This is an optimization exercise on Yosys and OpenROAD, whose aim is small area, not a production implementation.
In this exercise RTL edits were held to simulation tests only and were not proved equivalent to the original.
Power figures rest on the tool's default switching activity, not on a simulated workload.

[flow/design.v]
module FSd1 (clk24M, rst_n, mix_in, lo_out, mix_out, sig_in, TXD, RXD, led);
    input clk24M, rst_n;
    input [2:0] mix_in;
    input [2:0] sig_in;
    output [2:0] lo_out, mix_out;
    input RXD;
    output TXD;
    output [1:0] led;
    wire rst = ~rst_n;
    reg rst_d;
    always @(posedge clk24M) rst_d <= rst;
    wire [11:0] lo_cyc_d = rst ? 12'd100 : r_lo_cycle;
    reg [11:0] r_lo_cycle;
    reg [1:0]  r_lo_channel;
    reg [2:0]  rx_byte;
    wire       lo_wr;
    wire [11:0] rc0, rc1, rc2;
    wire [23:0] sc0, sc1, sc2;
    wire [2:0]  lo;
    genvar gi;
    generate
        for (gi = 0; gi < 3; gi = gi + 1) begin : ch
            reg [11:0] lo_cnt, lo_cyc;
            reg        r_lo;
            reg        mp, sp;
            reg [11:0] rw, rc;
            reg [23:0] sw, sc;
            wire [12:0] inc = {1'b0, lo_cnt} + 13'd1;
            wire m1 = (inc == {1'b0, lo_cyc});
            wire m2 = (inc == {2'b00, lo_cyc[11:1]});
            always @(posedge clk24M) begin
                mp <= mix_in[gi];
                sp <= sig_in[gi];
                if (rst || (lo_wr && r_lo_channel == gi)) lo_cyc <= lo_cyc_d;
                if (rst_d || (!mp && mix_in[gi])) rc <= rw;
                if (rst_d || (!sp && sig_in[gi])) sc <= sw;
                if (rst) begin
                    lo_cnt <= 12'd0; r_lo <= 1'b0;
                    rw <= 12'd0; sw <= 24'd0;
                end else begin
                    lo_cnt <= m1 ? 12'd0 : inc[11:0];
                    if (m1) r_lo <= 1'b1;
                    else if (m2) r_lo <= 1'b0;
                    if (!mp && mix_in[gi]) rw <= 12'd0;
                    else rw <= rw + 12'd1;
                    if (!sp && sig_in[gi]) sw <= 24'd0;
                    else sw <= sw + 24'd1;
                end
            end
            assign lo[gi] = r_lo;
        end
    endgenerate
    assign rc0 = ch[0].rc; assign rc1 = ch[1].rc; assign rc2 = ch[2].rc;
    assign sc0 = ch[0].sc; assign sc1 = ch[1].sc; assign sc2 = ch[2].sc;
    assign lo_out = lo;
    assign mix_out = mix_in ^ lo;
    reg [28:0] R;
    reg        conv;
    reg [7:0]  cnt;    
    reg [3:0]  tph;    
    reg [2:0]  g;      
    reg [3:0]  p;      
    reg [3:0]  db;     
    reg        f_send, f_send_frame;
    wire idle = (tph == 4'd11);
    wire busy = (tph <= 4'd10);
    wire start = rst_d || (tph == 4'd15 && p == 4'd8);
    wire ready = !conv && !start;
    wire fire = idle && ready;
    function [3:0] dd(input [3:0] d, input en);
        reg g;
        begin
            g = en & (d[3] | (d[2] & (d[1] | d[0])));
            dd = {g | d[3],
                  g ? (d[3] & d[0]) : d[2],
                  d[1] ^ (g & ~d[0]),
                  d[0] ^ g};
        end
    endfunction
    wire [4:0] k = cnt[4:0];
    wire crot = conv && cnt <= 8'd23;    
    wire [3:0] c0 = dd(R[3:0], crot);
    wire [3:0] c1 = dd(R[7:4], crot & (k[4] | k[3] | k[2]));              
    wire [3:0] c2 = dd(R[11:8], crot & (k[4] | k[3]));                   
    wire [3:0] c3 = dd(R[15:12], crot & (k[4] | (k[3] & k[2])));         
    wire [3:0] c4 = dd(R[19:16], crot & k[4]);                           
    wire [3:0] c5 = dd(R[23:20], crot & k[4] & (k[2] | (k[1] & k[0])));  
    wire [3:0] c6 = dd(R[27:24], crot & k[4] & k[2] & k[1] & k[0]);      
    wire [28:0] Rn = {c6, c5, c4, c3, c2, c1, c0, R[28]};
    reg [23:0] val;
    always @(*) begin
        case (g)
            3'd0: val = rst_d ? 24'd0 : {12'd0, rc0};
            3'd1: val = {12'd0, rc1};
            3'd2: val = {12'd0, rc2};
            3'd3: val = sc0;
            3'd4: val = sc1;
            default: val = sc2;
        endcase
    end
    wire raw = !g[2] && !(g[1] & g[0]);
    wire [3:0] digit = raw ? R[15:12] : {R[2:0] & {3{p[2:0] != 3'd7}}, R[28]};
    wire isdig = ~db[3] | (~db[2] & ~db[1]);
    wire drot = tph == 4'd0 && cnt <= 8'd3 && isdig;
    always @(posedge clk24M)
        cnt <= (cnt == 8'd207 || (!busy && !conv)) ? 8'd0 : cnt + 8'd1;
    always @(posedge clk24M) begin
        if (rst) begin
            conv <= 1'b0; tph <= 4'd11;
            g <= 3'd0; p <= 4'd3; f_send_frame <= 1'b0;
        end else begin
            if (start) begin
                conv <= 1'b1;
                R <= {val, 5'd0};
            end else if (crot || drot) begin
                R <= Rn;
            end
            if (conv) begin
                if (cnt == 8'd25) conv <= 1'b0;
            end
            if (fire) tph <= 4'd15;
            else if (tph == 4'd15 || (busy && cnt == 8'd207)) tph <= tph + 4'd1;
            if (fire) begin
                if (!p[3]) begin
                    db <= digit;
                    if (p[2:0] == 3'd0) begin
                        g <= (g == 3'd5) ? 3'd0 : g + 3'd1;
                        p <= 4'd8;
                    end else p <= p - 4'd1;
                end else if (!p[0]) begin
                    if (g == 3'd0) begin
                        db <= 4'd13;             
                        p <= 4'd9;
                    end else begin
                        db <= 4'd12;             
                        p <= (g[2] | (g[1] & g[0])) ? 4'd7 : 4'd3;
                    end
                end else begin
                    db <= 4'd10;                 
                    p <= 4'd3;
                    f_send_frame <= f_send;
                end
            end
        end
    end
    wire [7:0] ch_bits = {2'b00, isdig | (db[3] & db[2] & ~db[0]), isdig, db};
    reg txd;
    always @(*) begin
        case (tph)
            4'd0: txd = 1'b0;
            4'd1: txd = ch_bits[0];
            4'd2: txd = ch_bits[1];
            4'd3: txd = ch_bits[2];
            4'd4: txd = ch_bits[3];
            4'd5: txd = ch_bits[4];
            4'd6: txd = ch_bits[5];
            4'd7: txd = ch_bits[6];
            4'd8: txd = ch_bits[7];
            default: txd = 1'b1;
        endcase
    end
    assign TXD = f_send_frame ? txd : 1'b1;
    localparam [7:0] R0 = 8'h01, R51 = 8'h0a, R103 = 8'h86, R155 = 8'h77, R207 = 8'hab;
    reg [7:0] rcnt;
    reg [3:0] rnb;
    reg [7:0] rdat;
    reg       rs;
    reg       st2;
    wire      ridle = (rnb == 4'd0) || (rnb == 4'd11);
    wire      rlast = (rnb == 4'd10);
    always @(posedge clk24M) begin
        rcnt <= (rst || ridle || rcnt == R207) ? R0 :
                {rcnt[6:0], rcnt[7] ^ rcnt[5] ^ rcnt[4] ^ rcnt[3]};
        if (rst) begin
            rnb <= 4'd0; st2 <= 1'b0;
        end else begin
            st2 <= (rnb == 4'd11);
            if (ridle) begin
                rnb <= RXD ? 4'd0 : 4'd1;
            end else begin
                if (!rlast) begin
                    if (rcnt == R51) rdat <= {RXD, rdat[7:1]};
                    if (rcnt == R103) rs <= RXD;
                    if (rcnt == R155) rdat[7] <= (rdat[7] & rs) | (rdat[7] & RXD) | (rs & RXD);
                end
                if (rcnt == R207) rnb <= rnb + 4'd1;
            end
        end
    end
    reg [3:0] hex;
    always @(*) begin
        case (rdat)
            8'h30: hex = 4'h0; 8'h31: hex = 4'h1; 8'h32: hex = 4'h2; 8'h33: hex = 4'h3;
            8'h34: hex = 4'h4; 8'h35: hex = 4'h5; 8'h36: hex = 4'h6; 8'h37: hex = 4'h7;
            8'h38: hex = 4'h8; 8'h39: hex = 4'h9;
            8'h41: hex = 4'ha; 8'h42: hex = 4'hb; 8'h43: hex = 4'hc;
            8'h44: hex = 4'hd; 8'h45: hex = 4'he; 8'h46: hex = 4'hf;
            8'h61: hex = 4'ha; 8'h62: hex = 4'hb; 8'h63: hex = 4'hc;
            8'h64: hex = 4'hd; 8'h65: hex = 4'he; 8'h66: hex = 4'hf;
            default: hex = 4'h0;
        endcase
    end
    assign lo_wr = st2 && (rx_byte == 3'd4);
    always @(posedge clk24M) begin
        if (rst) begin
            rx_byte <= 3'd0; f_send <= 1'b0;
        end else if (st2) begin
            case (rx_byte)
                3'd0: begin
                    if (rdat == 8'h20) f_send <= ~f_send;
                    else begin
                        r_lo_channel <= hex[1:0];
                        rx_byte <= 3'd1;
                    end
                end
                3'd4: rx_byte <= 3'd0;
                default: begin
                    r_lo_cycle <= {r_lo_cycle[7:0], hex};
                    rx_byte <= rx_byte + 3'd1;
                end
            endcase
        end
    end
    assign led[0] = (rx_byte == 3'd1) ? 1'b0 : 1'b1;
    assign led[1] = (rx_byte == 3'd0) ? 1'b1 : 1'b0;
endmodule
[flow/flow/run.sh]
#!/bin/bash
# Layout flow: the standard flow (standard.sh), with two synthesis changes
# that leave the registers as the standard synthesis makes them:
#  - ABC maps the logic with the area script in flow/abc_area.script
#    (a scripts folder that links every ORFS script but that one);
#  - adders are left to ABC as plain logic (ADDER_MAP_FILE empty);
# and the port buffers are the smallest buffer, sky130_fd_sc_hd__buf_1.
set -euo pipefail
W=$PWD
mkdir -p "$W/scripts"
for f in "$FLOW_HOME"/scripts/*; do
  ln -sfn "$f" "$W/scripts/$(basename "$f")"
done
rm -f "$W/scripts/abc_area.script"
cp "$W/flow/abc_area.script" "$W/scripts/abc_area.script"
export SCRIPTS_DIR="$W/scripts"
export BUFFER_PORTS_ARGS="-buffer_cell sky130_fd_sc_hd__buf_1"
bash standard.sh ADDER_MAP_FILE= synth > "$W/synth.log" 2>&1
bash standard.sh ADDER_MAP_FILE= finish > "$W/layout.log" 2>&1
[flow/flow/abc_area.script]
strash
&get -n
&deepsyn -T 30
&put
dch -f
amap
topo
dnsize -c
[flow/standard.sh]
#!/bin/bash
# synth_recipe.tcl (not shown) runs the flow's synth.tcl, then flattens the netlist and writes it again
# the make line also repeats each setting of config.mk as NAME=value (left out here)
make -C /OpenROAD-flow-scripts/flow DESIGN_CONFIG=/design/flow/config.mk WORK_HOME=/design/flow/orfs CLKGATE_MAP_FILE= SYNTH_SCRIPT=/design/flow/synth_recipe.tcl "${@:-finish}"
[flow/config.mk]
export PLATFORM = sky130hd
export DESIGN_NAME = FSd1
export DESIGN_NICKNAME = FSd1
export VERILOG_FILES = /design/flow/design.v
export SDC_FILE = /design/flow/constraint.sdc
export NUM_CORES = 4
export LEC_CHECK = 0
export ABC_AREA = 1
export CAP_MARGIN = 0
export CORE_MARGIN = 2
export CORE_UTILIZATION = 60
export CTS_BUF_LIST = sky130_fd_sc_hd__clkbuf_16
export CTS_CLUSTER_DIAMETER = 120
export CTS_CLUSTER_SIZE = 30
export SLEW_MARGIN = 0
[flow/constraint.sdc]
create_clock -name core_clock -period 10.0 [get_ports {clk24M}]
set_input_delay 2.0000 -clock core_clock [delete_from_list [all_inputs] [get_ports {clk24M}]]
set_output_delay 2.0000 -clock core_clock [all_outputs]
set_load 0.01 [all_outputs]
==> results of run 1 <==
[cells by family after synthesis]
family | synth area share
simple gates | 0.196
buf+inv | 0.0378
xor+xnor | 0.00285
flops | 0.640
compound gates | 0.123
[sequential cells by signal (all words and copies together) (netlist names), 3 cells and up]
| register | count |
|---|---|
| R | 29 |
| ch.lo_cnt | 36 |
| ch.lo_cyc | 36 |
| ch.mp | 3 |
| ch.r_lo | 3 |
| ch.rc | 36 |
| ch.rw | 36 |
| ch.sc | 72 |
| ch.sp | 3 |
| ch.sw | 72 |
| cnt | 8 |
| db | 4 |
| g | 3 |
| p | 4 |
| r_lo_cycle | 12 |
| rcnt | 8 |
| rdat | 8 |
| rnb | 4 |
| rx_byte | 3 |
| tph | 4 |
[worst max path at each step]
stage / startpoint / end / slack (ns) / cells after the start
finish: mix_in[1] / mix_out[1] / 5.50 / 4
global route: mix_in[2] / mix_out[2] / 5.43 / 4
CTS: mix_in[1] / mix_out[1] / 5.48 / 4
detailed placement: mix_in[1] / mix_out[1] / 5.49 / 4
global placement: mix_in[1] / mix_out[1] / 5.52 / 4
floorplan: tph[0]$_SDFFE_PP1P_ / g[1]$_SDFFE_PN0P_ / 5.47 / 11
[power groups by stage]
stage          clock network [mW]  registers (mW)  logic (mW)
3_5_place_dp                    0            1.85       0.223
5_1_grt                     0.872            1.82       0.254
2_1_floorplan                   0            1.83       0.164
6_report                    0.805            1.81       0.224
3_3_place_gp                    0            1.85       0.219
4_1_cts                     0.826            1.81       0.224
[area by class of cell]
type | instances | area (um^2)
clock buffer | 17 | 425
timing repair buffer | 41 | 244
sequential | 392 | 9850
multi-input combinational | 931 | 4980
tap | 330 | 413
clock inverter | 13 | 80.1
fill | 2064 | 8630
inverter | 149 | 559
[layout by cell type, fill, tap and decap left out, types with 3 or more instances in the layout]
cell and n:
a221oi_1 8, o22ai_1 22, nand4_1 8, buf_4 24
dfxtp_1 192, o21ai_2 3, o21a_1 4, inv_1 11
a22oi_1 3, buf_1 17, nand3_1 13, o21ai_1 3
a31oi_1 11, o21ai_0 88, clkinv_1 149, edfxtp_1 200
or2_0 11, nor2b_1 29, o211ai_1 3, o221ai_1 18
nor2_1 265, a22o_1 6, and2_0 15, a222oi_1 16
a2111oi_0 13, a32oi_1 4, nand2_1 77, nor4_1 6
clkbuf_16 17, o2111ai_1 4, a21oi_1 30, o32ai_1 3
xnor2_1 3, a211oi_1 22, and3_1 94, nor3_1 122
a41oi_1 3
[per-stage QoR]
stage / hold WS [ns] / total power [mW] / area, um^2
after detailed placement: 0.427 / 2.07 / 16000
after floorplan: 0.417 / 2.00 / 15400
after CTS: 0.428 / 2.86 / 16600
after global routing: 0.446 / 2.95 / 16600
final: 0.428 / 2.84 / 16600
after global placement: 0.422 / 2.07 / 16000
[cell usage after synthesis (2+ instances only)]
master	n
a2111oi_0	13
a211oi_1	22
a21oi_1	31
a221oi_1	8
a222oi_1	16
a22o_1	6
a22oi_1	3
a311oi_1	2
a31oi_1	11
a32oi_1	4
a41oi_1	4
and2_0	15
and3_1	94
buf_4	3
clkinv_1	149
dfxtp_1	192
edfxtp_1	200
nand2_1	77
nand3_1	13
nand4_1	8
nor2_1	265
nor2b_1	29
nor3_1	122
nor4_1	6
o2111ai_1	4
o211ai_1	3
o21a_1	4
o21ai_0	94
o221a_1	2
o221ai_1	18
o22ai_1	22
o31ai_1	2
o32a_1	2
o32ai_1	3
or2_0	11
or3_1	2
xnor2_1	3
xor2_1	2
[per-layer routing]
layer	vias up	global-route usage	routed length, um
met4	0	0.0443	487
met2	186	0.367	13600
met5	-	0	0
li1	5494	-	-
met3	35	0.0225	1190
met1	4867	0.319	14200
[worst max-delay path, delay by kind of cell]
kind            cells  cell delay [ns]
compound gates      1             0.11
buf+inv             3             0.39
==> reports/qor.txt, run 1 <==
Status = finished clean
Cell variety after synth = 48
HP Start = ch[1].rw[6]$_SDFF_PP0_
Largest net degree at the start of global routing = 33
Sink Count = 392
Starting Density = 0.611
Fraction of registers with async set/reset = 0
Area leader, netlist = edfxtp_1
Worst VDD drop = 155 uV
Psw = 0.684 mW
Rows = 58
FMAX = 222 MHz
Post-CTS Setup Repair Bufs = 0
Avg Cell Area, Syn = 10.4 um^2
Grt total ovfl = 0
Leakage = 5.87 nW
Worst Path Arrival = 2.50 ns
Antenna-violating nets left = 0
Slew @ Worst Pin = 1.24 ns
Total wire length = 29600 um
Max clock buf depth = 3
Post_cts resized = 0
Total CTS buffers = 17
Hold_buf cts = 0
Clock skew = 0.0392 ns
Flops & latches, synth = 392
Combinational share of power = 0.079
Via count = 10600
Finished Layout Cells = 1873
Fin crit period = 4.50 ns
TritonRoute pass-1 iters = 7
DP HPWL = 21300 um
Final Hold Fails = 0
Synth Warn # = 1
Worst R2R End = g[2]$_SDFFE_PN0P_
Drt first-iter violations = 957
Syn nets = 1484
Sequential cell area fraction in the yosys report = 0.640
First-pass GRT wire length = 47500 um
DR DRC count = 0
Die area = 0.0269 mm^2
Antenna cell count = 0
R2r worst-path depth = 11
Synthesized instance count = 1475
Die Y = 164 um
Setup violators final = 0
Register share of total power = 0.638
All-Layer GR Usage = 0.221
Startpoint types = primary input
Worst R2R Setup Slack = 5.98 ns
Final WS setup = 5.50 ns
Unrepaired setup endpoints after global routing = false
CTS tree = built
CP max-delay cell = buf_1
Worst skew pair latency = 0.52 ns
Slew headroom = 0.170
Final core occ = 0.657
Nets@finish = 1541
Die W = 164 um
H-tree depth = 1
Max_cap viols = 0
Worst min path class = reg -> reg
Layout overhead on the synthesized area = 7.55%
Setup tns final = 0 ns
WHS Endpoint = ch[1].rc[6]$_DFFE_PP_
Synth area leaders = edfxtp_1 (39%), dfxtp_1 (25%), nor2_1 (6.5%)
IO Count = 18
EDFF count, synth = 200
Hold path cells = 0
Vias per Instance = 5.65
Cell Int Power = 2.16 mW
Dpl ws = 5.49 ns
Placed cell count = 1843
CP required = 8.00 ns
Crit path largest cell delay = 0.17 ns
RD Place Congestion = 0.810
Post-DR wirelength/cell = 15.8 um
Critical Path Most Common Cell = buf_1
Sw Share = 0.241
Critical path, cell by cell = buf_1, clkinv_1, o22ai_1, buf_1
Initial antenna violation count = 0
Cell Pwr Density = 172 mW/mm^2
Part of the cycle the worst path needs = 0.450
Setup Crit Path Kind = in -> out
Vias in the first global route = 9546
Synth Cell Area = 0.0154 mm^2
CP Max Fanout = 3
Synth Flop Type = edfxtp_1
Max Slew Vio Count = 0
Clock power frac = 0.284
Clock transition at path regs = 0.11 ns
Yosys top cell area share = 0.390
Share of cells above drive strength 1 = 0.0311
Core area = 0.0252 mm^2
CTS root buffer = clkbuf_16
Port Buffers = 17
Launch point of the worst reg-to-reg path = tph[0]$_SDFFE_PP1P_
CP Capture Type = output port
==> run 2: changes to the inputs <==
==> flow/flow/abc_area.script (replaced) <==
strash
&get -n
&deepsyn -T 30
&put
dch -f
amap
topo
stime -c
buffer -c
upsize -c
dnsize -c
==> reports/qor.txt, run 2 <==
Status = finished clean
IO Count = 18
Post-synth top cells = nor2_1 (265), edfxtp_1 (200), dfxtp_1 (192)
Core area = 0.0253 mm^2
Synthesized instance count = 1507
First-pass GRT wire length = 50700 um
All-Layer GR Usage = 0.235
FMAX = 215 MHz
CTS tree = built
Sequential cell area fraction in the yosys report = 0.632
Post_cts resized = 0
Cell variety after synth = 64
RD Place Congestion = 0.836
Vias per Instance = 5.74
Worst R2R End = g[1]$_SDFFE_PN0P_
Critical Path Most Common Cell = buf_1
Worst R2R Setup Slack = 6.48 ns
Clock skew = 0.0381 ns
Worst VDD drop = 136 uV
Part of the cycle the worst path needs = 0.465
Fraction of registers with async set/reset = 0
Avg Cell Area, Syn = 10.3 um^2
Critical Path End = mix_out[0]
Area leader, netlist = edfxtp_1
Port Buffers = 17
Yosys top cell area share = 0.385
Layout overhead on the synthesized area = 6.41%
Slew @ Worst Pin = 1.16 ns
Die W = 165 um
Critical path, cell by cell = buf_1, nor2_1, a21oi_1, buf_1
Drt first-iter violations = 871
EDFF count, synth = 200
Max clock buf depth = 3
Final Hold Fails = 0
Total wire length = 31300 um
Synth area leaders = edfxtp_1 (39%), dfxtp_1 (25%), nor2_1 (6.4%)
TritonRoute pass-1 iters = 6
Launch point of the worst reg-to-reg path = tph[0]$_SDFFE_PP1P_
Sink Count = 392
CP Capture Type = output port
Syn nets = 1516
Setup violators final = 0
CP bufs+invs = 2
Worst min path class = reg -> reg
Fin crit period = 4.65 ns
Unrepaired setup endpoints after global routing = false
Antenna cell count = 0
R2r worst-path depth = 12
Max_cap viols = 0
Grt total ovfl = 0
Slew headroom = 0.230
Vias in the first global route = 9972
Starting Density = 0.615
DP HPWL = 22600 um
Total CTS buffers = 17
Instance count on the critical path = 4
Regs by FF count = ch.sc: 72 flops, ch.sw: 72 flops
Share of cells above drive strength 1 = 0.0552
Setup tns final = 0 ns
Leakage = 6.49 nW
Area after DPL = 0.0161 mm^2
Rows = 58
Synth Warn # = 1
H-tree depth = 1
Synth Flop Type = edfxtp_1
Antenna-violating nets left = 0
Largest net degree at the start of global routing = 34
Post-CTS Setup Repair Bufs = 0
Family with the most delay on the worst path = buffers and inverters
CP Max Fanout = 4
Hold_buf cts = 0
CP max-delay cell = buf_1
Crit path launch = mix_in[0]
Cell area after layout = 0.0166 mm^2
Initial antenna violation count = 0
Die Y = 165 um
Startpoint types = primary input
CP required = 8.00 ns
CTS root buffer = clkbuf_16
Post-DR wirelength/cell = 16.7 um
Die area = 0.0273 mm^2
Worst Path Arrival = 2.65 ns
Nets@finish = 1538
DR DRC count = 0
Via count = 10700
Clock transition at path regs = 0.11 ns
Synth Cell Area = 0.0156 mm^2
HP Start = r_lo_cycle[5]$_DFFE_PP_
Setup Crit Path Kind = in -> out
Most frequent cells in the layout = nor2_1 (265), edfxtp_1 (200), dfxtp_1 (192)
Cell Pwr Density = 172 mW/mm^2
Commonest non-fill, non-tap cell in the layout = nor2_1
Max Slew Vio Count = 0
Cell with the most instances after synthesis = nor2_1
Crit path largest cell delay = 0.30 ns
Worst skew pair latency = 0.53 ns
Flops & latches, synth = 392
[run 2: where the power goes]
part / switching [mW] / internal, mW
logic: 0.156 / 0.0740
registers: 0.0525 / 1.76
clock network: 0.490 / 0.323
[run 2: worst min path at each step]
stage                                     endpoint  depth (start not counted)
after floorplan           r_lo_cycle[10]$_DFFE_PP_                          0
after global placement      ch[2].rc[10]$_DFFE_PP_                          0
after detailed placement   r_lo_cycle[9]$_DFFE_PP_                          0
after CTS                  r_lo_cycle[9]$_DFFE_PP_                          0
after global routing             rdat[3]$_DFFE_PP_                          0
final                      r_lo_cycle[9]$_DFFE_PP_                          0
[run 2: per-stage QoR]
| step | std cells | hold WS [ns] | power (mW) | util | setup WS [ns] |
|---|---|---|---|---|---|
| 2_1_floorplan | 1507 | 0.417 | 2.00 | - | 5.66 |
| 3_3_place_gp | 1840 | 0.433 | 2.07 | 0.635 | 5.30 |
| 3_5_place_dp | 1840 | 0.429 | 2.08 | 0.635 | 5.31 |
| 4_1_cts | 1870 | 0.455 | 2.88 | 0.655 | 5.31 |
| 5_1_grt | 1870 | 0.469 | 2.97 | 0.655 | 5.18 |
| 6_report | 1870 | 0.455 | 2.86 | 0.655 | 5.35 |
[run 2: routing by layer]
layer / vias to the layer above / share of wire / global-route usage / routed length [um]
met5: - / 0 / 0 / 0
met4: 0 / 0.022 / 0.0585 / 673
met3: 42 / 0.055 / 0.0317 / 1720
met2: 199 / 0.45 / 0.380 / 14000
met1: 5050 / 0.48 / 0.340 / 14900
li1: 5446 / - / - / -
[run 2: final cells by class]
cell class / instances / area (um^2)
Inverter: 149 / 561
Clock buffer: 17 / 425
Sequential cell: 392 / 9850
Fill cell: 2020 / 8740
Timing Repair Buffer: 38 / 221
Clock inverter: 13 / 80.1
Tap cell: 330 / 413
Multi-Input combinational cell: 931 / 5030
[run 2: cells by family (layout without fill, tap and decap cells)]
| family | count (synthesis) | count (layout) | share of synthesized area |
|---|---|---|---|
| buffers and inverters | 184 | 217 | 0.0459 |
| AOI/OAI and AO/OA | 281 | 281 | 0.124 |
| DFF | 392 | 392 | 0.632 |
| xor gates and xnor gates | 5 | 5 | 0.00281 |
| and+or+nand+nor | 645 | 645 | 0.195 |
==> run 3: changes to the inputs <==
==> flow/flow/abc_area.script (replaced) <==
strash
&get -n
&deepsyn -T 30
&dch -f
&nf -R 1000 -p -F 8 -C 32
&put
topo
dnsize -c
==> reports/qor.txt, run 3 <==
Antenna cell count = 0
Cell Int Power = 2.16 mW
Unrepaired setup endpoints after global routing = false
Hold_buf cts = 0
Vias in the first global route = 8878
CTS tree = built
Worst min path class = reg -> reg
Via count = 9781
CP Capture Type = output port
IO Count = 18
FMAX = 224 MHz
M2 GR Usage = 0.356
Clock transition at path regs = 0.12 ns
Antenna-violating nets left = 0
Critical path, cell by cell = buf_1, xor2_1, buf_1
H-tree depth = 1
Slew @ Worst Pin = 1.15 ns
Worst VDD drop = 181 uV
Yosys top cell area share = 0.399
Combinational share of power = 0.076
Die W = 162 um
Total wire length = 29700 um
DR DRC count = 0
Synth area leaders = edfxtp_1 (40%), dfxtp_1 (26%), a21oi_1 (3.8%)
Avg Cell Area, Syn = 11.9 um^2
DP HPWL = 20600 um
Fraction of registers with async set/reset = 0
Post_cts resized = 0
Sequential cell area fraction in the yosys report = 0.654
Worst Path Arrival = 2.46 ns
Max clock buf depth = 3
Commonest non-fill, non-tap cell in the layout = edfxtp_1
Fin crit period = 4.46 ns
EDFF count, synth = 200
Grt total ovfl = 0
Synth Warn # = 1
Port Buffers = 17
Cell with the most instances after synthesis = edfxtp_1
Worst skew pair latency = 0.52 ns
Cell variety after synth = 48
Met1 Use GR = 0.346
Psw = 0.681 mW
Max Slew Vio Count = 0
Regs by FF count = ch.sc: 72 flops, ch.sw: 72 flops
Busiest grt layer = met2
Max_cap viols = 0
Register share of total power = 0.642
Status = finished clean
Post-CTS Setup Repair Bufs = 0
Drt first-iter violations = 1119
Synthesized instance count = 1269
Starting Density = 0.616
Cell Pwr Density = 176 mW/mm^2
Nets@finish = 1326
Flops & latches, synth = 392
GR Layer Usage met3 = 0.0283
Slew headroom = 0.231
Most frequent cells in the layout = edfxtp_1 (200), dfxtp_1 (192), nor2_1 (122)
Layout overhead on the synthesized area = 7.13%
Sink Count = 392
Synth Flop Type = edfxtp_1
Initial antenna violation count = 0
CP required = 8.00 ns
TritonRoute pass-1 iters = 6
Vias per Instance = 5.92
Final Hold Fails = 0
Syn nets = 1278
Pwr Total = 2.84 mW
Die area = 0.0264 mm^2
Area leader, netlist = edfxtp_1
Rows = 57
RD Place Congestion = 0.804
Leakage = 5.65 nW
Setup violators final = 0
Post-DR wirelength/cell = 18.0 um
Critical Path Most Common Cell = buf_1
Largest net degree at the start of global routing = 54
Core area = 0.0245 mm^2
Startpoint types = primary input
Part of the cycle the worst path needs = 0.446
CP Max Fanout = 3
Synth Cell Area = 0.0151 mm^2
Post-synth top cells = edfxtp_1 (200), dfxtp_1 (192), nor2_1 (123)
Clock skew = 0.0414 ns
First-pass GRT wire length = 47600 um
CTS root buffer = clkbuf_16
Share of cells above drive strength 1 = 0.0286
All-Layer GR Usage = 0.227
Total CTS buffers = 17
CP max-delay cell = xor2_1
Clock power frac = 0.282
Setup tns final = 0 ns
Sw Share = 0.240
Crit path largest cell delay = 0.17 ns
Die Y = 162 um
Setup Crit Path Kind = in -> out
run 3: path summary, 6_finish.rpt:
path / startpoint / endpoint / slack [ns] / cells past startpoint
worst max register to register: ch[1].sw[0]$_SDFF_PP0_ / ch[1].sw[23]$_SDFF_PP0_ / 5.98 / 16
worst min-delay path: r_lo_cycle[6]$_DFFE_PP_ / r_lo_cycle[10]$_DFFE_PP_ / 0.45 / 0
worst min register to register: r_lo_cycle[6]$_DFFE_PP_ / r_lo_cycle[10]$_DFFE_PP_ / 0.45 / 0
worst max-delay path: mix_in[2] / mix_out[2] / 5.54 / 3
run 3: layout make-up:
cell class	instances	area (um^2)
multi-input combinational	866	5180
fill	1860	8320
tap	324	405
inverter	8	30.0
timing repair buffer	32	178
sequential	392	9850
clock buffer	17	425
clock inverter	12	71.3
run 3: cell families (layout without fill, tap and decap cells):
family / after synthesis / after routing / synth area share
and+or+nand+nor: 442 / 442 / 0.148
DFF: 392 / 392 / 0.654
AOI/OAI and AO/OA: 317 / 317 / 0.132
xor gates and xnor gates: 105 / 105 / 0.0610
buffers and inverters: 11 / 69 / 0.00349
muxes: 2 / 2 / 0.00133
run 3: per-stage QoR:
stage	setup slack, ns	area (um^2)	util	hold WS [ns]	cells
after floorplan	5.78	15100	-	0.416	1269
after detailed placement	5.55	15600	0.640	0.427	1622
after global placement	5.56	15600	0.640	0.422	1622
after CTS	5.53	16100	0.660	0.455	1651
after global routing	5.50	16100	0.660	0.467	1651
final	5.54	16100	0.660	0.455	1651
run 3: worst max-delay path, delay by kind of cell:
kind,cells,cell delay (ns)
buffers and inverters,2,0.29
xor gates and xnor gates,1,0.17
run 3: per-layer routing:
metal	up-vias	routed length [um]	share of wire
met1	4690	14600	0.49
met4	0	475	0.016
met2	182	13400	0.45
met3	34	1190	0.040
li1	4875	-	-
met5	-	0	0
run 3: power by group through the flow:
stage / Sequential (mW) / Clock (mW) / Combinational [mW]
after floorplan: 1.84 / 0 / 0.157
after global placement: 1.86 / 0 / 0.211
after detailed placement: 1.86 / 0 / 0.214
after CTS: 1.82 / 0.823 / 0.216
after global routing: 1.84 / 0.876 / 0.244
final: 1.82 / 0.802 / 0.215
==> run 4: changes to the inputs <==
--- a/flow/config.mk
+++ b/flow/config.mk
@@ -9,7 +9,7 @@
 export CAP_MARGIN = 0
 export CORE_MARGIN = 2
 export CORE_UTILIZATION = 60
-export CTS_BUF_LIST = sky130_fd_sc_hd__clkbuf_16
-export CTS_CLUSTER_DIAMETER = 120
-export CTS_CLUSTER_SIZE = 30
+export CTS_BUF_LIST = sky130_fd_sc_hd__clkbuf_4
+export CTS_CLUSTER_DIAMETER = 60
+export CTS_CLUSTER_SIZE = 10
 export SLEW_MARGIN = 0
==> reports/qor.txt, run 4 <==
Fin crit period = 4.44 ns
Post-DR wirelength/cell = 17.7 um
Die Y = 162 um
Die W = 162 um
GR Layer Usage met3 = 0.0321
Setup violators final = 0
Final Hold Fails = 0
CP Max Fanout = 3
Leakage = 5.76 nW
Synthesized instance count = 1269
Via count = 10000
Share of cells above drive strength 1 = 0.0739
H-tree depth = 2
Clock transition at path regs = 0.11 ns
Sequential cell area fraction in the yosys report = 0.654
Sink Count = 392
Slew headroom = 0.239
Launch point of the worst reg-to-reg path = ch[1].sw[0]$_SDFF_PP0_
Rows = 57
Synth Warn # = 1
Unrepaired setup endpoints after global routing = false
Cell variety after synth = 48
Die area = 0.0264 mm^2
Max clock buf depth = 3
Hold path cells = 0
Startpoint types = primary input
Setup tns final = 0 ns
Fraction of registers with async set/reset = 0
Post-synth top cells = edfxtp_1 (200), dfxtp_1 (192), nor2_1 (123)
Syn nets = 1278
First-pass GRT wire length = 48600 um
Initial antenna violation count = 1
Cell with the most instances after synthesis = edfxtp_1
Hold Slack = 0.443 ns
Max Slew Vio Count = 0
Crit path largest cell delay = 0.16 ns
CTS tree = built
Total wire length = 30200 um
FMAX = 225 MHz
Setup Crit Path Kind = in -> out
EDFF count, synth = 200
TritonRoute pass-1 iters = 7
Family with the most delay on the worst path = buffers and inverters
Critical Path Most Common Cell = buf_1
RD Place Congestion = 0.804
Status = finished clean
Worst Path Arrival = 2.44 ns
M2 GR Usage = 0.362
Worst VDD drop = 128 uV
Grt total ovfl = 0
Drt first-iter violations = 972
Vias in the first global route = 9202
Synth Cell Area = 0.0151 mm^2
HP Start = ch[2].rw[3]$_SDFF_PP0_
Flops & latches, synth = 392
Cell Pwr Density = 180 mW/mm^2
Critical path, cell by cell = buf_1, xor2_1, buf_1
Worst R2R Setup Slack = 5.98 ns
Worst R2R End = ch[1].sw[23]$_SDFF_PP0_
Layout overhead on the synthesized area = 8.06%
Part of the cycle the worst path needs = 0.444
CP max-delay cell = xor2_1
CP required = 8.00 ns
Total CTS buffers = 45
Starting Density = 0.616
Regs by FF count = ch.sc: 72 flops, ch.sw: 72 flops
WHS Endpoint = ch[2].rc[3]$_DFFE_PP_
Yosys top cell area share = 0.399
Most frequent cells in the layout = edfxtp_1 (200), dfxtp_1 (192), nor2_1 (122)
Post_cts resized = 0
Antenna-violating nets left = 0
Core area = 0.0245 mm^2
Busiest grt layer = met2
Synth Flop Type = edfxtp_1
Slew @ Worst Pin = 1.14 ns
Clock skew = 0.0734 ns
Worst skew pair latency = 0.70 ns
R2r worst-path depth = 16
CTS root buffer = clkbuf_4
Synth area leaders = edfxtp_1 (40%), dfxtp_1 (26%), a21oi_1 (3.8%)
Port Buffers = 17
Max_cap viols = 0
Largest net degree at the start of global routing = 54
Worst min path class = reg -> reg
IO Count = 18
All-Layer GR Usage = 0.233
CP Capture Type = output port
DR DRC count = 0
Hold_buf cts = 0
Nets@finish = 1354
Met1 Use GR = 0.350
Area leader, netlist = edfxtp_1
Pwr Total = 2.93 mW
Post-CTS Setup Repair Bufs = 0
DP HPWL = 20600 um
CP bufs+invs = 2
Avg Cell Area, Syn = 11.9 um^2
Vias per Instance = 5.89
Commonest non-fill, non-tap cell in the layout = edfxtp_1
[run 4: cell counts after synthesis]
No cell type changed its count.
[run 4: routing by layer]
metal | vias up | part of all wire
met5 | - | 0
met1 | 4813 | 0.49
met4 | 0 | 0.014
met3 | 38 | 0.045
met2 | 218 | 0.45
li1 | 4966 | -
[run 4: worst max-delay path by stage]
stage	startpoint	to	slack, ns	cells after the start
floorplan	mix_in[0]	mix_out[0]	5.78	1
global placement	mix_in[2]	mix_out[2]	5.56	3
finish	mix_in[2]	mix_out[2]	5.56	3
global route	mix_in[1]	mix_out[1]	5.50	3
CTS	mix_in[1]	mix_out[1]	5.55	3
detailed placement	mix_in[1]	mix_out[1]	5.55	3
[run 4: final cells by class]
type | instances | area (um^2)
Sequential cell | 392 | 9850
Fill cell | 1876 | 8180
Multi-Input combinational cell | 866 | 5180
Clock buffer | 79 | 593
Tap cell | 324 | 405
Timing Repair Buffer | 32 | 178
Clock inverter | 3 | 41.3
Inverter | 8 | 30.0
Antenna cell | 1 | 2.50
[run 4: power by group]
part           switching, mW  internal (mW)
registers             0.0652           1.76
clock network          0.509          0.380
logic                  0.135         0.0801
[run 4: kinds of logic (layout without fill, tap and decap cells)]
| family | count (synthesis) | after routing | share of synthesized area |
|---|---|---|---|
| other | 0 | 1 | 0 |
| flip-flops | 392 | 392 | 0.654 |
| AND/OR/NAND/NOR | 442 | 442 | 0.148 |
| AO/OA/AOI/OAI | 317 | 317 | 0.132 |
| buffers and inverters | 11 | 122 | 0.00349 |
| XOR/XNOR | 105 | 105 | 0.0610 |
| multiplexers | 2 | 2 | 0.00133 |
[run 4: stage by stage]
step	setup WS (ns)	util	area, um^2	instances
after floorplan	5.78	-	15100	1269
after global placement	5.56	0.640	15600	1622
after detailed placement	5.55	0.640	15600	1622
after CTS	5.55	0.665	16300	1704
after global routing	5.50	0.666	16300	1705
final	5.56	0.666	16300	1705
==> run 5: changes to the inputs <==
--- a/flow/flow/run.sh
+++ b/flow/flow/run.sh
@@ -15,5 +15,6 @@
 cp "$W/flow/abc_area.script" "$W/scripts/abc_area.script"
 export SCRIPTS_DIR="$W/scripts"
 export BUFFER_PORTS_ARGS="-buffer_cell sky130_fd_sc_hd__buf_1"
+export CTS_ARGS="-sink_clustering_enable -repair_clock_nets -sink_clustering_size 30 -sink_clustering_max_diameter 120 -buf_list sky130_fd_sc_hd__clkbuf_16 -dont_use_dummy_load"
 bash standard.sh ADDER_MAP_FILE= synth > "$W/synth.log" 2>&1
 bash standard.sh ADDER_MAP_FILE= finish > "$W/layout.log" 2>&1
--- a/flow/config.mk
+++ b/flow/config.mk
@@ -9,7 +9,8 @@
 export CAP_MARGIN = 0
 export CORE_MARGIN = 2
 export CORE_UTILIZATION = 60
-export CTS_BUF_LIST = sky130_fd_sc_hd__clkbuf_4
-export CTS_CLUSTER_DIAMETER = 60
-export CTS_CLUSTER_SIZE = 10
+export CTS_BUF_LIST = sky130_fd_sc_hd__clkbuf_16
+export CTS_CLUSTER_DIAMETER = 120
+export CTS_CLUSTER_SIZE = 30
+export GPL_TIMING_DRIVEN = 0
 export SLEW_MARGIN = 0
==> reports/qor.txt, run 5 <==
Syn nets = 1278
Final Hold Fails = 0
Hold_buf cts = 0
Post-synth top cells = edfxtp_1 (200), dfxtp_1 (192), nor2_1 (123)
Synth Cell Area = 0.0151 mm^2
Max_cap viols = 0
Fin crit period = 4.55 ns
Regs by FF count = ch.sc: 72 flops, ch.sw: 72 flops
Core area = 0.0245 mm^2
Cell with the most instances after synthesis = edfxtp_1
Synth Warn # = 1
CP Capture Type = output port
Clock skew = 0.0727 ns
Worst min path class = reg -> reg
Starting Density = 0.616
Worst skew pair latency = 0.53 ns
CTS root buffer = clkbuf_16
Area leader, netlist = edfxtp_1
Dpl ws = 5.45 ns
CP max-delay cell = buf_1
CP bufs+invs = 2
Commonest non-fill, non-tap cell in the layout = edfxtp_1
Via count = 9813
H-tree depth = 1
FMAX = 220 MHz
Largest net degree at the start of global routing = 36
IO Count = 18
Cell area after layout = 0.0161 mm^2
Part of the cycle the worst path needs = 0.455
TritonRoute pass-1 iters = 6
First-pass GRT wire length = 47500 um
Family with the most delay on the worst path = buffers and inverters
Die Y = 162 um
Clock transition at path regs = 0.10 ns
All-Layer GR Usage = 0.228
Slew headroom = 0.105
Max Slew Vio Count = 0
Rows = 57
Synth area leaders = edfxtp_1 (40%), dfxtp_1 (26%), a21oi_1 (3.8%)
Finished Layout Cells = 1633
Synth Flop Type = edfxtp_1
Area after DPL = 0.0156 mm^2
Vias in the first global route = 9167
Filler instances = 1912
Most frequent cells in the layout = edfxtp_1 (200), dfxtp_1 (192), nor2_1 (122)
Slew @ Worst Pin = 1.34 ns
Total wire length = 29600 um
Max clock buf depth = 3
Fraction of registers with async set/reset = 0
EDFF count, synth = 200
Grt total ovfl = 0
Antenna-violating nets left = 0
Share of cells above drive strength 1 = 0.0260
Crit path largest cell delay = 0.22 ns
R2r worst-path depth = 16
CP Max Fanout = 3
Startpoint types = primary input
Register area = 0.00985 mm^2
RD Place Congestion = 0.805
Die area = 0.0264 mm^2
Cell Pwr Density = 174 mW/mm^2
Post-CTS Setup Repair Bufs = 0
DR DRC count = 0
Die W = 162 um
Critical Path Most Common Cell = buf_1
Sink Count = 392
Worst VDD drop = 202 uV
Port Buffers = 17
Unrepaired setup endpoints after global routing = false
Cell variety after synth = 48
Multi-input gate area = 0.00520 mm^2
Critical path, cell by cell = buf_1, xor2_1, buf_1
Leakage = 5.57 nW
Nets@finish = 1320
Post_cts resized = 0
Vias per Instance = 6.01
Layout overhead on the synthesized area = 6.65%
Post-DR wirelength/cell = 18.1 um
Hold path cells = 0
Avg Cell Area, Syn = 11.9 um^2
Placed cell count = 1616
Final WS setup = 5.45 ns
Antenna cell count = 0
Status = finished clean
Setup violators final = 0
Synthesized instance count = 1269
Worst Path Arrival = 2.55 ns
Initial antenna violation count = 0
Total CTS buffers = 17
Instance count on the critical path = 3
Yosys top cell area share = 0.399
Drt first-iter violations = 903
Setup Crit Path Kind = in -> out
Sequential cell area fraction in the yosys report = 0.654
Setup tns final = 0 ns
CTS tree = built
CP required = 8.00 ns
Flops & latches, synth = 392
DP HPWL = 20800 um
[run 5: per-layer routing]
metal,global-route usage,vias to the layer above,share of wire
met5,0,-,0
met1,0.338,4684,0.48
met3,0.0362,55,0.058
met4,0.0611,0,0.026
met2,0.353,221,0.44
li1,-,4853,-
[run 5: cells by family (layout without fill, tap and decap cells)]
family / count (synthesis) / in the layout / share of synthesized area
AND/OR/NAND/NOR: 442 / 442 / 0.148
flip-flops: 392 / 392 / 0.654
AO/OA/AOI/OAI: 317 / 317 / 0.132
XOR/XNOR: 105 / 105 / 0.0610
buffers and inverters: 11 / 51 / 0.00349
multiplexers: 2 / 2 / 0.00133
[run 5: path summary, 6_finish.rpt]
path	slack, ns	end	from
worst max-delay path	5.45	mix_out[0]	mix_in[0]
worst min-delay path	0.43	ch[0].rc[6]$_DFFE_PP_	ch[0].rw[6]$_SDFF_PP0_
worst max register to register	5.82	ch[0].sw[23]$_SDFF_PP0_	ch[0].sw[0]$_SDFF_PP0_
worst min register to register	0.43	ch[0].rc[6]$_DFFE_PP_	ch[0].rw[6]$_SDFF_PP0_
[run 5: report_power, final]
group	switching, mW	total, mW	internal, mW
clock network	0.452	0.760	0.308
registers	0.0668	1.83	1.76
logic	0.133	0.210	0.0771
[run 5: metrics by stage]
step	util	hold slack, ns	total power [mW]
4_1_cts	0.657	0.427	2.81
6_report	0.657	0.431	2.80
3_3_place_gp	0.635	0.421	2.06
3_5_place_dp	0.640	0.423	2.07
2_1_floorplan	-	0.416	2.00
5_1_grt	0.657	0.431	2.90
[run 5: layout make-up]
class | count | share of cell area
clock buffer | 17 | 0.0265
tap | 324 | 0.0252
multi-input combinational | 866 | 0.324
sequential | 392 | 0.613
inverter | 8 | 0.00187
timing repair buffer | 23 | 0.00833
buffer | 3 | 0.00140
==> run 6: changes to the inputs <==
--- a/flow/config.mk
+++ b/flow/config.mk
@@ -8,7 +8,7 @@
 export ABC_AREA = 1
 export CAP_MARGIN = 0
 export CORE_MARGIN = 2
-export CORE_UTILIZATION = 60
+export CORE_UTILIZATION = 70
 export CTS_BUF_LIST = sky130_fd_sc_hd__clkbuf_16
 export CTS_CLUSTER_DIAMETER = 120
 export CTS_CLUSTER_SIZE = 30
==> reports/qor.txt, run 6 <==
DP HPWL = 20900 um
Share of cells above drive strength 1 = 0.0260
Post-CTS Setup Repair Bufs = 0
Synth Warn # = 1
CTS tree = built
Filler instances = 1409
Worst VDD drop = 168 uV
Most frequent cells in the layout = edfxtp_1 (200), dfxtp_1 (192), nor2_1 (122)
Die W = 151 um
Max clock buf depth = 3
IO Count = 18
Synth area leaders = edfxtp_1 (40%), dfxtp_1 (26%), a21oi_1 (3.8%)
Leakage = 5.57 nW
Multi-input gate area = 0.00520 mm^2
Synth Flop Type = edfxtp_1
EDFF count, synth = 200
Cell Pwr Density = 175 mW/mm^2
Initial antenna violation count = 0
CTS root buffer = clkbuf_16
Register area = 0.00985 mm^2
Die area = 0.0227 mm^2
Syn nets = 1278
Sequential cell area fraction in the yosys report = 0.654
Commonest non-fill, non-tap cell in the layout = edfxtp_1
FMAX = 221 MHz
RD Place Congestion = 0.861
Total CTS buffers = 17
Rows = 53
Port Buffers = 17
Final core occ = 0.760
Layout overhead on the synthesized area = 6.34%
Clock skew = 0.0678 ns
Worst Path Arrival = 2.53 ns
Post_cts resized = 0
Area after DPL = 0.0156 mm^2
Fin crit period = 4.53 ns
Area leader, netlist = edfxtp_1
Startpoint types = primary input
Final WS setup = 5.47 ns
Post-DR wirelength/cell = 18.7 um
Regs by FF count = ch.sc: 72 flops, ch.sw: 72 flops
Vias in the first global route = 9115
Worst min path class = reg -> reg
CP required = 8.00 ns
Setup Crit Path Kind = in -> out
Core area = 0.0211 mm^2
Setup violators final = 0
Max_cap viols = 0
Sink Count = 392
Worst skew pair latency = 0.51 ns
TritonRoute pass-1 iters = 8
Flops & latches, synth = 392
CP Max Fanout = 3
Total wire length = 29600 um
CP Capture Type = output port
Dpl ws = 5.48 ns
Post-synth top cells = edfxtp_1 (200), dfxtp_1 (192), nor2_1 (123)
Avg Cell Area, Syn = 11.9 um^2
Antenna-violating nets left = 0
Part of the cycle the worst path needs = 0.453
First-pass GRT wire length = 46900 um
Setup tns final = 0 ns
Antenna cell count = 0
Fraction of registers with async set/reset = 0
Synth Cell Area = 0.0151 mm^2
Finished Layout Cells = 1584
Cell with the most instances after synthesis = edfxtp_1
Slew headroom = 0.173
Via count = 9940
Starting Density = 0.714
Hold Slack = 0.449 ns
Cell variety after synth = 48
Vias per Instance = 6.28
Max Slew Vio Count = 0
Die Y = 151 um
Clock transition at path regs = 0.10 ns
H-tree depth = 1
Yosys top cell area share = 0.399
Largest net degree at the start of global routing = 36
Status = finished clean
Slew @ Worst Pin = 1.24 ns
Grt total ovfl = 0
Unrepaired setup endpoints after global routing = false
Cell area after layout = 0.0160 mm^2
Hold_buf cts = 0
Drt first-iter violations = 1062
DR DRC count = 0
Final Hold Fails = 0
Placed cell count = 1567
Pwr Total = 2.80 mW
All-Layer GR Usage = 0.267
Synthesized instance count = 1269
Nets@finish = 1320
## run 6: logic make-up (layout without fill, tap and decap cells)
family / Yosys count / in the layout / synth area share
xor+xnor: 105 / 105 / 0.0610
flops: 392 / 392 / 0.654
compound gates: 317 / 317 / 0.132
mux: 2 / 2 / 0.00133
simple gates: 442 / 442 / 0.148
buf+inv: 11 / 51 / 0.00349
## run 6: worst max-delay path: stages
cell	delay, ns
buf_1	0.20
xor2_1	0.17
buf_1	0.16
## run 6: layer usage
| layer | vias to the layer above | track usage | part of all wire |
|---|---|---|---|
| met5 | - | 0 | 0 |
| met3 | 36 | 0.0358 | 0.074 |
| met2 | 311 | 0.416 | 0.45 |
| met1 | 4750 | 0.401 | 0.46 |
| met4 | 0 | 0.0682 | 0.019 |
| li1 | 4843 | - | - |
## run 6: cell type report
class	count	area share
Inverter	8	0.00187
Timing Repair Buffer	23	0.00960
Tap cell	275	0.0215
Multi-Input combinational cell	866	0.324
Clock buffer	17	0.0266
Buffer	3	0.00141
Sequential cell	392	0.615
## run 6: final timing paths
path | from | to | slack, ns | cells past startpoint
worst max-delay path | mix_in[1] | mix_out[1] | 5.47 | 3
worst min-delay path | r_lo_cycle[5]$_DFFE_PP_ | r_lo_cycle[9]$_DFFE_PP_ | 0.45 | 0
worst max register to register | ch[0].sw[0]$_SDFF_PP0_ | ch[0].sw[23]$_SDFF_PP0_ | 5.86 | 16
worst min register to register | r_lo_cycle[5]$_DFFE_PP_ | r_lo_cycle[9]$_DFFE_PP_ | 0.45 | 0
## run 6: where the power goes
group / internal [mW] / total [mW] / leakage (nW) / switching (mW)
sequential: 1.76 / 1.83 / 3.61 / 0.0673
combinational: 0.0775 / 0.213 / 1.76 / 0.136
clock: 0.308 / 0.756 / 0.209 / 0.448
total: 2.15 / 2.80 / 5.57 / 0.651
==> run 7: changes to the inputs <==
--- a/flow/flow/run.sh
+++ b/flow/flow/run.sh
@@ -15,6 +15,6 @@
 cp "$W/flow/abc_area.script" "$W/scripts/abc_area.script"
 export SCRIPTS_DIR="$W/scripts"
 export BUFFER_PORTS_ARGS="-buffer_cell sky130_fd_sc_hd__buf_1"
-export CTS_ARGS="-sink_clustering_enable -repair_clock_nets -sink_clustering_size 30 -sink_clustering_max_diameter 120 -buf_list sky130_fd_sc_hd__clkbuf_16 -dont_use_dummy_load"
+export CTS_ARGS="-sink_clustering_enable -repair_clock_nets -sink_clustering_size 32 -sink_clustering_max_diameter 120 -buf_list sky130_fd_sc_hd__clkbuf_16 -root_buf sky130_fd_sc_hd__clkbuf_8 -tree_buf sky130_fd_sc_hd__clkbuf_8 -sink_clustering_buffer sky130_fd_sc_hd__clkbuf_16 -dont_use_dummy_load"
 bash standard.sh ADDER_MAP_FILE= synth > "$W/synth.log" 2>&1
 bash standard.sh ADDER_MAP_FILE= finish > "$W/layout.log" 2>&1
==> reports/qor.txt, run 7 <==
Grt total ovfl = 0
Combinational share of power = 0.078
Psw = 0.647 mW
Clock transition at path regs = 0.11 ns
DR DRC count = 0
Largest net degree at the start of global routing = 36
Commonest non-fill, non-tap cell in the layout = edfxtp_1
Post-DR wirelength/cell = 18.7 um
Initial antenna violation count = 0
Sequential cell area fraction in the yosys report = 0.654
Multi-input gate area = 0.00520 mm^2
Via count = 10000
Clock skew = 0.0581 ns
Post_cts resized = 0
Regs by FF count = ch.sc: 72 flops, ch.sw: 72 flops
CTS tree = built
Register area = 0.00985 mm^2
Part of the cycle the worst path needs = 0.453
Worst min path class = reg -> reg
Layout overhead on the synthesized area = 5.95%
Total CTS buffers = 16
Flops & latches, synth = 392
Clock power frac = 0.257
Unrepaired setup endpoints after global routing = false
Worst skew pair latency = 0.57 ns
Synth Cell Area = 0.0151 mm^2
Cell area after layout = 0.0160 mm^2
Yosys top cell area share = 0.399
TritonRoute pass-1 iters = 7
Setup Crit Path Kind = in -> out
Register share of total power = 0.665
Filler instances = 1408
Antenna cell count = 0
All-Layer GR Usage = 0.267
H-tree depth = 1
Cell Pwr Density = 172 mW/mm^2
Max_cap viols = 0
IO Count = 18
Synth Flop Type = edfxtp_1
Final WS setup = 5.47 ns
Leakage = 5.55 nW
Fraction of registers with async set/reset = 0
Max clock buf depth = 3
Slew @ Worst Pin = 1.28 ns
Cell with the most instances after synthesis = edfxtp_1
Max Slew Vio Count = 0
Hold_buf cts = 0
Synth area leaders = edfxtp_1 (40%), dfxtp_1 (26%), a21oi_1 (3.8%)
Cell variety after synth = 48
First-pass GRT wire length = 47100 um
Port Buffers = 17
DP HPWL = 20900 um
Area leader, netlist = edfxtp_1
Worst Path Arrival = 2.53 ns
Pwr Total = 2.75 mW
Vias in the first global route = 9118
Die Y = 151 um
CP required = 8.00 ns
Worst VDD drop = 145 uV
Post-synth top cells = edfxtp_1 (200), dfxtp_1 (192), nor2_1 (123)
CP Capture Type = output port
Antenna-violating nets left = 0
Rows = 53
Nets@finish = 1319
Syn nets = 1278
CP Max Fanout = 3
CTS root buffer = clkbuf_8
Final Hold Fails = 0
Share of cells above drive strength 1 = 0.0252
Sw Share = 0.235
Avg Cell Area, Syn = 11.9 um^2
Setup violators final = 0
Core area = 0.0211 mm^2
FMAX = 221 MHz
Drt first-iter violations = 1032
Area after DPL = 0.0156 mm^2
Post-CTS Setup Repair Bufs = 0
Synth Warn # = 1
Total wire length = 29600 um
Cell Int Power = 2.10 mW
Sink Count = 392
EDFF count, synth = 200
RD Place Congestion = 0.861
Dpl ws = 5.48 ns
Startpoint types = primary input
Most frequent cells in the layout = edfxtp_1 (200), dfxtp_1 (192), nor2_1 (122)
Synthesized instance count = 1269
Status = finished clean
Starting Density = 0.714
Setup tns final = 0 ns
Fin crit period = 4.53 ns
Vias per Instance = 6.33
Hold Slack = 0.450 ns
Slew headroom = 0.148
Die area = 0.0227 mm^2
Die W = 151 um
## run 7: cell counts after synthesis
Identical to the previous run, type by type.
## run 7: metrics by stage
stage                      util  cells
after floorplan               -   1269
after global placement    0.734   1561
after detailed placement  0.739   1567
after CTS                 0.757   1583
after global routing      0.757   1583
final                     0.757   1583
## run 7: worst paths after layout
path	depth (start not counted)	end	slack, ns	startpoint
setup / recovery	3	mix_out[1]	5.47	mix_in[1]
hold / removal	0	r_lo_cycle[9]$_DFFE_PP_	0.45	r_lo_cycle[5]$_DFFE_PP_
hold reg to reg	0	r_lo_cycle[9]$_DFFE_PP_	0.45	r_lo_cycle[5]$_DFFE_PP_
setup reg to reg	16	ch[0].sw[23]$_SDFF_PP0_	5.85	ch[0].sw[0]$_SDFF_PP0_
## run 7: metal layers
metal  share of wire  wire length, um  up-vias  GRT usage
li1                -                -     4846          -
met1            0.46            13600     4818      0.404
met2            0.45            13300      323      0.416
met3           0.070             2070       40     0.0358
met4           0.021              612        0     0.0598
met5               0                0        -          0
## run 7: power groups by stage
| stage | clock (mW) | combinational (mW) | sequential [mW] |
|---|---|---|---|
| 2_1_floorplan | 0 | 0.157 | 1.84 |
| 3_3_place_gp | 0 | 0.201 | 1.86 |
| 3_5_place_dp | 0 | 0.211 | 1.86 |
| 4_1_cts | 0.714 | 0.213 | 1.83 |
| 5_1_grt | 0.763 | 0.239 | 1.84 |
| 6_report | 0.706 | 0.213 | 1.83 |
## run 7: cell families (layout without fill, tap and decap cells)
logic type / count (synthesis) / after routing / share of synthesized area
xor+xnor: 105 / 105 / 0.0610
flops: 392 / 392 / 0.654
compound gates: 317 / 317 / 0.132
buf+inv: 11 / 50 / 0.00349
mux: 2 / 2 / 0.00133
simple gates: 442 / 442 / 0.148
## run 7: final cells by class
class | instances | area share
sequential | 392 | 0.617
multi-input combinational | 866 | 0.326
clock buffer | 16 | 0.0230
tap | 275 | 0.0216
timing repair buffer | 23 | 0.00964
inverter | 8 | 0.00188
buffer | 3 | 0.00141
## run 7: critical path, cell delays in order
cell	delay [ns]
buf_1	0.20
xor2_1	0.17
buf_1	0.16
==> run 8: changes to the inputs <==
--- a/flow/design.v
+++ b/flow/design.v
@@ -55,6 +55,7 @@
     assign lo_out = lo;
     assign mix_out = mix_in ^ lo;
     reg [28:0] R;
+    reg        cy;
     reg        conv;
     reg [7:0]  cnt;    
     reg [3:0]  tph;    
@@ -77,16 +78,23 @@
                   d[0] ^ g};
         end
     endfunction
-    wire [4:0] k = cnt[4:0];
-    wire crot = conv && cnt <= 8'd23;    
-    wire [3:0] c0 = dd(R[3:0], crot);
-    wire [3:0] c1 = dd(R[7:4], crot & (k[4] | k[3] | k[2]));              
-    wire [3:0] c2 = dd(R[11:8], crot & (k[4] | k[3]));                   
-    wire [3:0] c3 = dd(R[15:12], crot & (k[4] | (k[3] & k[2])));         
-    wire [3:0] c4 = dd(R[19:16], crot & k[4]);                           
-    wire [3:0] c5 = dd(R[23:20], crot & k[4] & (k[2] | (k[1] & k[0])));  
-    wire [3:0] c6 = dd(R[27:24], crot & k[4] & k[2] & k[1] & k[0]);      
-    wire [28:0] Rn = {c6, c5, c4, c3, c2, c1, c0, R[28]};
+    wire sconv = p == 4'd8 && tph == 4'd0 && cnt < 8'd192 && cnt[2:0] != 3'd7;
+    wire [2:0] j = cnt[2:0];
+    wire [4:0] k = cnt[7:3];
+    reg en;
+    always @(*) begin
+        case (j)
+            3'd0: en = 1'b1;
+            3'd1: en = k[4] | k[3] | k[2];               
+            3'd2: en = k[4] | k[3];                      
+            3'd3: en = k[4] | (k[3] & k[2]);             
+            3'd4: en = k[4];                             
+            3'd5: en = k[4] & (k[2] | (k[1] & k[0]));    
+            default: en = k[4] & k[2] & k[1] & k[0];     
+        endcase
+    end
+    wire [3:0] c = dd(R[3:0], en);
+    wire cin = (j == 3'd0) ? R[28] : cy;
     reg [23:0] val;
     always @(*) begin
         case (g)
@@ -99,9 +107,9 @@
         endcase
     end
     wire raw = !g[2] && !(g[1] & g[0]);
-    wire [3:0] digit = raw ? R[15:12] : {R[2:0] & {3{p[2:0] != 3'd7}}, R[28]};
+    wire [3:0] digit = raw ? R[15:12] : (p[2:0] == 3'd7) ? {3'd0, R[28]} : R[27:24];
     wire isdig = ~db[3] | (~db[2] & ~db[1]);
-    wire drot = tph == 4'd0 && cnt <= 8'd3 && isdig;
+    wire drot = tph == 4'd0 && cnt <= 8'd5 && isdig && !p[3] && p != 4'd6;
     always @(posedge clk24M)
         cnt <= (cnt == 8'd207 || (!busy && !conv)) ? 8'd0 : cnt + 8'd1;
     always @(posedge clk24M) begin
@@ -112,8 +120,11 @@
             if (start) begin
                 conv <= 1'b1;
                 R <= {val, 5'd0};
-            end else if (crot || drot) begin
-                R <= Rn;
+            end else if (sconv) begin
+                R <= {(j == 3'd6) ? c[3] : R[28], c[2:0], cin, R[27:4]};
+                cy <= c[3];
+            end else if (drot) begin
+                R[27:0] <= {R[3:0], R[27:4]};
             end
             if (conv) begin
                 if (cnt == 8'd25) conv <= 1'b0;
==> reports/qor.txt, run 8 <==
Worst Path Arrival = 2.55 ns
Post_cts resized = 0
Part of the cycle the worst path needs = 0.455
Placed cell count = 1558
Vias per Instance = 6.15
H-tree depth = 1
Flops & latches, synth = 393
Rows = 53
Initial antenna violation count = 0
Area after DPL = 0.0155 mm^2
Top sig layer = met4
Met2 Routed Length = 12900 um
CP Capture Type = output port
Crit path launch = mix_in[1]
Met1 wire length = 13300 um
Hold Slack = 0.445 ns
Total CTS buffers = 16
Max_cap viols = 0
IO Count = 18
Via count = 9676
Starting Density = 0.714
Commonest non-fill, non-tap cell in the layout = edfxtp_1
Leakage = 5.55 nW
Drt first-iter violations = 972
Die area = 0.0226 mm^2
Max clock buf depth = 3
Clock skew = 0.0554 ns
Clock transition at path regs = 0.11 ns
Worst VDD drop = 135 uV
Post-DR wirelength/cell = 18.3 um
Antenna-violating nets left = 0
CP Max Fanout = 3
Synth Warn # = 1
Die Y = 150 um
Antenna cell count = 0
Status = finished clean
Most frequent cells in the layout = edfxtp_1 (201), dfxtp_1 (192), nor2_1 (126)
HP Start = ch[0].sw[3]$_SDFF_PP0_
Worst min path class = reg -> reg
Max Slew Vio Count = 0
Slew @ Worst Pin = 1.34 ns
Grt total ovfl = 0
Vias in the first global route = 8986
Die W = 150 um
Fin crit period = 4.55 ns
Worst skew pair latency = 0.58 ns
Critical Path Most Common Cell = buf_1
Sequential cell area fraction in the yosys report = 0.659
CP bufs+invs = 2
CP required = 8.00 ns
Yosys top cell area share = 0.402
Core area = 0.0210 mm^2
Critical path, cell by cell = buf_1, xor2_1, buf_1
DR DRC count = 0
Port Buffers = 17
Synth Flop Type = edfxtp_1
Post-synth top cells = edfxtp_1 (201), dfxtp_1 (192), nor2_1 (126)
Synth area leaders = edfxtp_1 (40%), dfxtp_1 (26%), a21oi_1 (4.0%)
TritonRoute pass-1 iters = 8
Syn nets = 1268
Post-CTS Setup Repair Bufs = 0
Regs by FF count = ch.sc: 72 flops, ch.sw: 72 flops
Startpoint types = primary input
CP max-delay cell = buf_1
EDFF count, synth = 201
Nets@finish = 1310
Synthesized instance count = 1259
Hold_buf cts = 0
CTS tree = built
Cell with the most instances after synthesis = edfxtp_1
Layout overhead on the synthesized area = 6.04%
Synth Cell Area = 0.0150 mm^2
Setup violators final = 0
Crit path largest cell delay = 0.22 ns
Cell variety after synth = 46
Share of cells above drive strength 1 = 0.0262
Unrepaired setup endpoints after global routing = false
FMAX = 220 MHz
Cell Pwr Density = 174 mW/mm^2
Finished Layout Cells = 1574
Sink Count = 393
Largest net degree at the start of global routing = 49
Total wire length = 28800 um
Setup Crit Path Kind = in -> out
RD Place Congestion = 0.853
First-pass GRT wire length = 45700 um
Slew headroom = 0.109
Launch point of the worst reg-to-reg path = ch[1].sw[0]$_SDFF_PP0_
Fraction of registers with async set/reset = 0
DP HPWL = 20000 um
Family with the most delay on the worst path = buffers and inverters
Setup tns final = 0 ns
CTS root buffer = clkbuf_8
Area leader, netlist = edfxtp_1
All-Layer GR Usage = 0.259
Met3 routed WL = 1860 um
Avg Cell Area, Syn = 11.9 um^2
Final Hold Fails = 0
Cell area after layout = 0.0159 mm^2
run 8: cell types whose count changed after synthesis, moves of 5 or more:
cell	previous run	this run
a32oi_1	5	0
a21o_1	8	14
nand2b_1	26	31
nand3_1	26	19
o21ai_0	86	78
nand4_1	9	16
a21oi_1	114	119
run 8: metrics by stage:
step | power [mW] | util | setup slack, ns
after floorplan | 2.02 | - | 5.43
after global placement | 2.08 | 0.733 | 2.57
after CTS | 2.78 | 0.757 | 5.46
after detailed placement | 2.10 | 0.739 | 5.47
final | 2.77 | 0.757 | 5.45
after global routing | 2.87 | 0.757 | 5.42
run 8: layout make-up:
type,count,area (um^2)
Buffer,3,22.5
Timing Repair Buffer,24,164
Multi-Input combinational cell,856,5100
Fill cell,1413,5110
Tap cell,275,344
Inverter,7,26.3
Sequential cell,393,9880
Clock buffer,16,367
run 8: metal layers:
metal | up-vias | track usage
met5 | - | 0
met4 | 0 | 0.0693
met3 | 44 | 0.0464
met2 | 247 | 0.401
met1 | 4601 | 0.383
li1 | 4784 | -
run 8: final timing paths:
path                             endpoint  slack [ns]  cells past startpoint
setup / recovery               mix_out[1]        5.45                      3
hold / removal      ch[0].sc[3]$_DFFE_PP_        0.44                      0
setup reg to reg  ch[1].sw[23]$_SDFF_PP0_        5.86                     16
hold reg to reg     ch[0].sc[3]$_DFFE_PP_        0.44                      0
run 8: cell families (layout without fill, tap and decap cells):
group           after synthesis  in the layout  share of synthesized area
xor+xnor                    101            101                     0.0590
flops                       393            393                      0.659
compound gates              300            300                      0.124
buf+inv                      10             50                    0.00325
simple gates                451            451                      0.153
mux                           4              4                    0.00275
run 8: worst reg2reg max path, delay by kind of cell (launching register included):
family | cells | cell delay, ns
AND/OR/NAND/NOR | 15 | 3.42
XOR/XNOR | 1 | 0.15
flip-flops | 1 | 0.43
run 8: power breakdown:
group          internal [mW]  leakage (nW)  total (mW)  switching (mW)
Combinational         0.0881          1.76       0.230           0.142
Sequential              1.76          3.61        1.84          0.0711
Clock                  0.263         0.182       0.705           0.442
Total                   2.11          5.55        2.77           0.655

[afterwards: timing with drivers on the ports]
No port has a modelled driver above. Below, the same layouts with a new extraction and two added sets of constraints.
Step 1 (the two cells are an assumption about what drives the block):
set clk [get_ports {clk24M}]
set_driving_cell -lib_cell sky130_fd_sc_hd__clkbuf_16 $clk
set_driving_cell -lib_cell sky130_fd_sc_hd__buf_2 [delete_from_list [all_inputs] $clk]
Step 2 moves the port delays by t, midway between the first and last clock arrival at a register: inputs arrive t later, outputs are due t later. That takes back most of the time a late clock gives input paths.
Slacks: ideal ports / drivers / drivers and shift; pairs: ideal ports / drivers.
| run | t (ns) | setup slack, ns | clock arrival spread, ns |
|---|---|---|---|
| run 1 | 0.555 | 5.498 / 5.475 / 5.475 | 0.042 / 0.041 |
| run 2 | 0.563 | 5.353 / 5.322 / 5.322 | 0.044 / 0.044 |
| run 3 | 0.554 | 5.538 / 5.517 / 5.517 | 0.043 / 0.043 |
| run 4 | 0.711 | 5.555 / 5.534 / 5.534 | 0.074 / 0.074 |
| run 5 | 0.542 | 5.454 / 5.433 / 5.433 | 0.073 / 0.073 |
| run 6 | 0.536 | 5.467 / 5.404 / 5.404 | 0.078 / 0.078 |
| run 7 | 0.585 | 5.469 / 5.411 / 5.411 | 0.061 / 0.060 |
| run 8 | 0.592 | 5.455 / 5.426 / 5.426 | 0.055 / 0.056 |
After both steps every run listed still meets setup and hold. For run 6, which loses most, drivers alone change the setup slack by -0.063 ns; drivers and shift together by -0.063 ns.
